This design comes from an exercise in tuning for small area on the open sky130 flow, not from production work.
Only simulation tests tie the RTL to the original design; equivalence was not proved.
The flow treats the clock pin as an ideal source, which a real chip does not have.
Power figures rest on the tool's default switching activity, not on a simulated workload.

== wip/ember ==
## median_filter
module median_filter(
    input        clk,
    input  [7:0] i_data,
    input        en1,
    input        en2,
    output [7:0] o_med
    );
Settings: LEC_CHECK=0, ABC_AREA=1, CAP_MARGIN=5, CORE_MARGIN=2, CORE_UTILIZATION=60, GPL_TIMING_DRIVEN=0, SLEW_MARGIN=5; clock period 10.0 ns.
standard.sh (not shown) runs the stock make flow with config.mk's settings and CLKGATE_MAP_FILE= SYNTH_SCRIPT=/design/flow/synth_recipe.tcl, a recipe that flattens the netlist after the stock synthesis.
==> flow/flow/run.sh <==
#!/bin/bash
# The standard layout, with these changes:
#  - synthesis maps the logic with several area-oriented ABC scripts (abc/)
#    and keeps the smallest result that is fast enough (see synth.tcl), and
#    leaves out the full/half adder extraction; every step that makes or
#    names registers is the standard one, so the registers are the same;
#  - the port buffers are the smallest buffer, sky130_fd_sc_hd__buf_1,
#    except en2's, which post_gpl.tcl makes a buf_4 (en2 has a large fanout);
#  - clock tree synthesis uses small clock buffers (clkbuf_4) and no dummy
#    loads; after it, post_cts.tcl upsizes each clock buffer whose flip-flop
#    clock pins would see a slow edge;
#  - timing repair sizes cells up but inserts no buffers
#    (SETUP_MOVE_SEQUENCE).
# Each step's full output is in orfs/logs/; make's output is in flow.log.
set -euo pipefail
W=$PWD
CTS="-sink_clustering_enable -repair_clock_nets -dont_use_dummy_load -root_buf sky130_fd_sc_hd__clkbuf_4 -buf_list sky130_fd_sc_hd__clkbuf_4"
sed -e "s#SYNTH_SCRIPT=[^ ]*#SYNTH_SCRIPT=$W/flow/synth.tcl ABC_SCRIPT_DIR=$W/flow/abc BUFFER_PORTS_ARGS=\"-buffer_cell sky130_fd_sc_hd__buf_1\"#" \
    standard.sh > my_standard.sh
export CTS_ARGS="$CTS"
export SETUP_MOVE_SEQUENCE=unbuffer,sizeup,swap
export ABC_MAX_DELAY_PS=6600
export POST_GLOBAL_PLACE_TCL=$W/flow/post_gpl.tcl
export POST_CTS_TCL=$W/flow/post_cts.tcl
export CLOCK_SLEW_UPSIZE_NS=0.110
bash my_standard.sh > flow.log 2>&1
==> flow/flow/synth.tcl <==
# synth_recipe.tcl, except for the ABC step and the adder extraction:
#  - full/half adder extraction is left out;
#  - the logic is mapped with each ABC script in ABC_SCRIPT_DIR (area
#    oriented, no delay target); of the mappings whose delay, as ABC's stime
#    estimates it, is at most ABC_MAX_DELAY_PS, the one with the smallest
#    cell area is kept (if none is, the fastest one).
# Every step that makes or names registers is the standard one.
proc synth {args} { yosys synth -nofsm -noshare {*}$args }
proc extract_fa {args} { puts "extract_fa skipped" }
proc abc {args} {
  set out {}
  set lib {}
  set skip 0
  set prev {}
  foreach a $args {
    if { $prev eq "-liberty" } { set lib $a }
    set prev $a
    if { $skip } { set skip 0; continue }
    if { $a eq "-script" || $a eq "-D" } { set skip 1; continue }
    lappend out $a
  }
  yosys design -save pre_abc
  set limit $::env(ABC_MAX_DELAY_PS)
  set best_area 1e30
  set best {}
  set fast_delay 1e30
  set fast {}
  foreach s [lsort [glob $::env(ABC_SCRIPT_DIR)/*.abc]] {
    yosys design -load pre_abc
    set log $::env(OBJECTS_DIR)/abc_try.log
    yosys tee -q -o $log abc -script $s {*}$out
    set fh [open $log r]
    set txt [read $fh]
    close $fh
    set delay 1e30
    foreach {m d} [regexp -all -inline {Delay\s*=\s*([0-9.]+)\s*ps} $txt] { set delay $d }
    set rpt $::env(OBJECTS_DIR)/abc_try.txt
    yosys tee -q -o $rpt stat -liberty $lib
    set fh [open $rpt r]
    set txt [read $fh]
    close $fh
    regexp {Chip area for module[^:]*:\s*([0-9.]+)} $txt -> area
    puts "ABC script [file tail $s]: area $area delay $delay ps"
    if { $delay <= $limit && $area < $best_area } {
      set best_area $area
      set best $s
      yosys design -save best_abc
    }
    if { $delay < $fast_delay } {
      set fast_delay $delay
      set fast $s
      yosys design -save fast_abc
    }
  }
  if { $best ne {} } {
    puts "ABC script kept: [file tail $best], area $best_area"
    yosys design -load best_abc
  } else {
    puts "ABC script kept (none within $limit ps): [file tail $fast], delay $fast_delay"
    yosys design -load fast_abc
  }
}
source $::env(SCRIPTS_DIR)/synth.tcl
# left out here: clear keep_hierarchy, flatten, clean up, hide names made inside functions, write 1_2_yosys.v
Other scripts of this flow, unchanged in this note and not shown: flow/flow/abc/s01.abc, flow/flow/abc/s02.abc, flow/flow/abc/s03.abc, flow/flow/abc/s04.abc, flow/flow/abc/s05.abc, flow/flow/abc/s06.abc, flow/flow/abc/s07.abc, flow/flow/abc/s08.abc, flow/flow/abc/s09.abc, flow/flow/abc/s10.abc, flow/flow/abc/s11.abc, flow/flow/abc/s12.abc, flow/flow/abc/s13.abc, flow/flow/abc/s14.abc, flow/flow/abc/s15.abc, flow/flow/abc/s16.abc, flow/flow/abc/s17.abc, flow/flow/abc/s18.abc, flow/flow/abc/s19.abc, flow/flow/post_cts.tcl, flow/flow/post_gpl.tcl
--- input diff wip/ember..wip/willow ---
- CORE_UTILIZATION changed from 60 to 75
Findings:
Diff wip/ember -> wip/willow: final critical path time including I/O delays and setup saw an increase, area added between synthesis and finish held, utilization climbed 16 points, critical path depth now smaller. Looking at share of the cycle needed by the critical path after routing across wip/ember and wip/willow, the one that comes out lower is wip/ember.
## Diff of input files: wip/juniper against wip/willow
- swapping 75 for 70 in CORE_UTILIZATION
-- flow/flow/run.sh --
<<< wip/willow, line 20
export CTS_ARGS="$CTS"
export SETUP_MOVE_SEQUENCE=unbuffer,sizeup,swap
export ABC_MAX_DELAY_PS=6600
export POST_GLOBAL_PLACE_TCL=$W/flow/post_gpl.tcl
export POST_CTS_TCL=$W/flow/post_cts.tcl
>>> wip/juniper, line 20
export CTS_ARGS="$CTS"
export SETUP_MOVE_SEQUENCE=unbuffer,sizeup,swap
export ABC_MAX_DELAY_PS=6300
export POST_GLOBAL_PLACE_TCL=$W/flow/post_gpl.tcl
export POST_CTS_TCL=$W/flow/post_cts.tcl
Findings:
From wip/willow to wip/juniper, total congestion overflow did not move at all. Diff wip/willow -> wip/juniper: multi-input gate area in the final layout went up by 5.4%; switching power share of the total -1.1 points. Row worst path arrival time: wip/juniper lower / wip/willow higher. Reported for wip/juniper and wip/willow, non-clock buffer count turned out identical to the last digit. Looking at power, wip/juniper sits about 1.8% lower than wip/willow does. Compared with wip/willow, wip/juniper shows peak supply drop that has gone down by more than 10%. Looking at relative area change from synthesis to final layout, wip/juniper sits 1.1 points lower than wip/willow does.
Here is what was changed in the inputs of wip/harbor compared with wip/juniper.
-- flow/flow/run.sh --
<<< wip/juniper, line 20
export CTS_ARGS="$CTS"
export SETUP_MOVE_SEQUENCE=unbuffer,sizeup,swap
export ABC_MAX_DELAY_PS=6300
export POST_GLOBAL_PLACE_TCL=$W/flow/post_gpl.tcl
export POST_CTS_TCL=$W/flow/post_cts.tcl
>>> wip/harbor, line 20
export CTS_ARGS="$CTS"
export SETUP_MOVE_SEQUENCE=unbuffer,sizeup,swap
export ABC_MAX_DELAY_PS=6600
export POST_GLOBAL_PLACE_TCL=$W/flow/post_gpl.tcl
export POST_CTS_TCL=$W/flow/post_cts.tcl
[summary]
Both conditions hold for wip/harbor: the flow ran to the end and the final layout passed the timing, design-rule and antenna checks. Relative area of non-clock buffer cells in the final design essentially unchanged between wip/harbor and wip/juniper. Summary of wip/harbor over wip/juniper: area growth from synthesis to layout saw an increase, peak clock frequency supported by timing picked up an extra about 0.8%. Relative to wip/juniper, global router's overall resource usage has decreased by 0.90 points in wip/harbor.

median_filter, a different RTL version from the one above (not shown whole).
For scale: about 450 cells after synthesis, roughly 90 flip-flops, about 4600 sq um of cells after synthesis.
clock: 10.0 ns
lec_check: 0
abc_area: 1
cap_margin: 20
core_margin: 2
core_utilization: 70
slew_margin: 20
==> flow/flow/run.sh <==
#!/bin/bash
# The standard layout, with two changes:
#  - synthesis maps the logic with an area-oriented ABC script (area.abc)
#    and leaves out the full/half adder extraction; every step that makes
#    or names registers is the standard one, so the registers are the same;
#  - the port buffers are the smallest buffer, sky130_fd_sc_hd__buf_1;
#  - clock tree synthesis uses small clock buffers, larger sink clusters
#    and no dummy loads.
# Each step's full output is in orfs/logs/; make's output is in flow.log.
set -euo pipefail
W=$PWD
CTS="-sink_clustering_enable -repair_clock_nets -dont_use_dummy_load -root_buf sky130_fd_sc_hd__clkbuf_16 -buf_list sky130_fd_sc_hd__clkbuf_16 -sink_clustering_size 100 -sink_clustering_max_diameter 500"
sed -e "s#SYNTH_SCRIPT=[^ ]*#SYNTH_SCRIPT=$W/flow/synth.tcl ABC_SCRIPT_FILE=$W/flow/area.abc BUFFER_PORTS_ARGS=\"-buffer_cell sky130_fd_sc_hd__buf_1\" CTS_ARGS=\"$CTS\"#" \
    standard.sh > my_standard.sh
bash my_standard.sh > flow.log 2>&1
==> flow/flow/area.abc <==
strash
&get -n
&st
&synch2
&if -K 6 -a
&mfs
&st
&synch2
&put
dch -f
amap
==> flow/flow/synth.tcl <==
# synth_recipe.tcl with an area-oriented ABC script and without adder extraction.
proc synth {args} { yosys synth -nofsm -noshare {*}$args }
proc extract_fa {args} { puts "extract_fa skipped" }
proc abc {args} {
  set out {}
  set skip 0
  foreach a $args {
    if { $skip } { set skip 0; continue }
    if { $a eq "-script" || $a eq "-D" } { set skip 1; continue }
    lappend out $a
  }
  yosys abc -script $::env(ABC_SCRIPT_FILE) {*}$out
}
source $::env(SCRIPTS_DIR)/synth.tcl
# left out here: clear keep_hierarchy, flatten, clean up, hide names made inside functions, write 1_2_yosys.v
Then changed:
==> flow/run.sh (new file) <==
#!/bin/bash
# synth_recipe.tcl (not shown) runs the flow's synth.tcl, then flattens the netlist and writes it again
# the make line also repeats each setting of config.mk as NAME=value (left out here)
make -C /OpenROAD-flow-scripts/flow DESIGN_CONFIG=/design/flow/config.mk WORK_HOME=/design/flow/orfs CLKGATE_MAP_FILE= SYNTH_SCRIPT=/design/flow/synth_recipe.tcl finish
removed: flow/flow/run.sh
removed: flow/flow/area.abc
removed: flow/flow/synth.tcl
removed: flow/standard.sh
=> Clock skew came out lower by 0.010 ns; hold slack gains 0.016 ns; clock power came out lower by about 6%.
Then changed:
==> flow/flow/run.sh (new file) <==
#!/bin/bash
# The standard layout, with two changes:
#  - synthesis maps the logic with an area-oriented ABC script (area.abc)
#    and leaves out the full/half adder extraction; every step that makes
#    or names registers is the standard one, so the registers are the same;
#  - the port buffers are the smallest buffer, sky130_fd_sc_hd__buf_1;
#  - clock tree synthesis uses small clock buffers, larger sink clusters
#    and no dummy loads.
# Each step's full output is in orfs/logs/; make's output is in flow.log.
set -euo pipefail
W=$PWD
CTS="-sink_clustering_enable -repair_clock_nets -dont_use_dummy_load -root_buf sky130_fd_sc_hd__clkbuf_8 -buf_list sky130_fd_sc_hd__clkbuf_8"
sed -e "s#SYNTH_SCRIPT=[^ ]*#SYNTH_SCRIPT=$W/flow/synth.tcl ABC_SCRIPT_FILE=$W/flow/area.abc BUFFER_PORTS_ARGS=\"-buffer_cell sky130_fd_sc_hd__buf_1\" CTS_ARGS=\"$CTS\"#" \
    standard.sh > my_standard.sh
bash my_standard.sh > flow.log 2>&1
==> flow/flow/area.abc (new file) <==
strash
&get -n
&st
&synch2
&if -K 6 -a
&mfs
&st
&synch2
&put
dch -f
amap
==> flow/flow/synth.tcl (new file) <==
# synth_recipe.tcl with an area-oriented ABC script and without adder extraction.
proc synth {args} { yosys synth -nofsm -noshare {*}$args }
proc extract_fa {args} { puts "extract_fa skipped" }
proc abc {args} {
  set out {}
  set skip 0
  foreach a $args {
    if { $skip } { set skip 0; continue }
    if { $a eq "-script" || $a eq "-D" } { set skip 1; continue }
    lappend out $a
  }
  yosys abc -script $::env(ABC_SCRIPT_FILE) {*}$out
}
source $::env(SCRIPTS_DIR)/synth.tcl
# left out here: clear keep_hierarchy, flatten, clean up, hide names made inside functions, write 1_2_yosys.v
==> flow/standard.sh (new file) <==
#!/bin/bash
# synth_recipe.tcl (not shown) runs the flow's synth.tcl, then flattens the netlist and writes it again
# the make line also repeats each setting of config.mk as NAME=value (left out here)
make -C /OpenROAD-flow-scripts/flow DESIGN_CONFIG=/design/flow/config.mk WORK_HOME=/design/flow/orfs CLKGATE_MAP_FILE= SYNTH_SCRIPT=/design/flow/synth_recipe.tcl "${@:-finish}"
removed: flow/run.sh
Outcome: The changed run finished clean; worst hold slack gets worse by 0.024 ns; maximum frequency falls by 29%; total power falls by 17%; critical path depth falls by 4; clock-buffer cell count is unchanged; final cell count falls by 39%; die area falls by 22%; final area falls by 22%.
Then changed:
==> flow/flow/run.sh (replaced) <==
#!/bin/bash
# The standard layout, with two changes:
#  - synthesis maps the logic with an area-oriented ABC script (area.abc)
#    and leaves out the full/half adder extraction; every step that makes
#    or names registers is the standard one, so the registers are the same;
#  - the port buffers are the smallest buffer, sky130_fd_sc_hd__buf_1.
# Each step's full output is in orfs/logs/; make's output is in flow.log.
set -euo pipefail
W=$PWD
sed -e "s#SYNTH_SCRIPT=[^ ]*#SYNTH_SCRIPT=$W/flow/synth.tcl ABC_SCRIPT_FILE=$W/flow/area.abc BUFFER_PORTS_ARGS=\"-buffer_cell sky130_fd_sc_hd__buf_1\"#" \
    standard.sh > my_standard.sh
bash my_standard.sh > flow.log 2>&1
Result: The changed run finished clean. Area after synthesis stays the same. Critical path depth drops by 2. Clock skew drops by 0.019 ns. Clock power climbs by 58%. Flip-flop and latch count stays the same. Count of clock-buffer cells in the layout stays the same. Via count climbs by 1.6%. Cell area climbs by 2.4%. Total power climbs by 8.6%. Synthesized cell count is unchanged.

-- separate check: timing with driven ports --
No port has a modelled driver above. Below, the same layouts with a new extraction and two added sets of constraints.
Step 1 (the two cells are an assumption about what drives the block):
set clk [get_ports {clk}]
set_driving_cell -lib_cell sky130_fd_sc_hd__clkbuf_16 $clk
set_driving_cell -lib_cell sky130_fd_sc_hd__buf_2 [delete_from_list [all_inputs] $clk]
Step 2 times the ports against the registers' clock, not the clock port: input delays grow and output delays shrink by t, the midpoint of the rising clock arrivals with the driver on.
Slacks: ideal ports / drivers / drivers and shift; pairs: ideal ports / drivers.
| run | t, ns | setup slack, ns | worst hold slack (ns) | worst data-port slew with drivers (ns) |
|---|---|---|---|---|
| wip/ember | 0.440 | 0.776 / 0.784 / 0.345 | 0.408 / 0.408 / 0.408 | 0.03 |
| wip/willow | 0.443 | 0.505 / 0.512 / 0.069 | 0.426 / 0.426 / 0.426 | 0.03 |
| wip/juniper | 0.452 | 0.441 / 0.449 / -0.003 | 0.424 / 0.424 / 0.424 | 0.04 |
| wip/harbor | 0.447 | 0.516 / 0.523 / 0.076 | 0.417 / 0.417 / 0.417 | 0.03 |
| the first run of note 2 | 0.362 | 0.868 / 0.878 / 0.516 | 0.409 / 0.409 / 0.409 | 0.05 |
| the second run of note 2 | 0.401 | 3.636 / 3.637 / 3.236 | 0.425 / 0.425 / 0.425 | 0.03 |
| the third run of note 2 | 0.382 | 0.989 / 0.996 / 0.614 | 0.401 / 0.401 / 0.401 | 0.05 |
| the fourth run of note 2 | 0.391 | 0.862 / 0.861 / 0.471 | 0.415 / 0.415 / 0.415 | 0.04 |
With both steps, setup timing fails in wip/juniper, where it was met with ideal ports. For wip/juniper, which loses most, drivers alone change the setup slack by +0.008 ns; drivers and shift together by -0.444 ns.
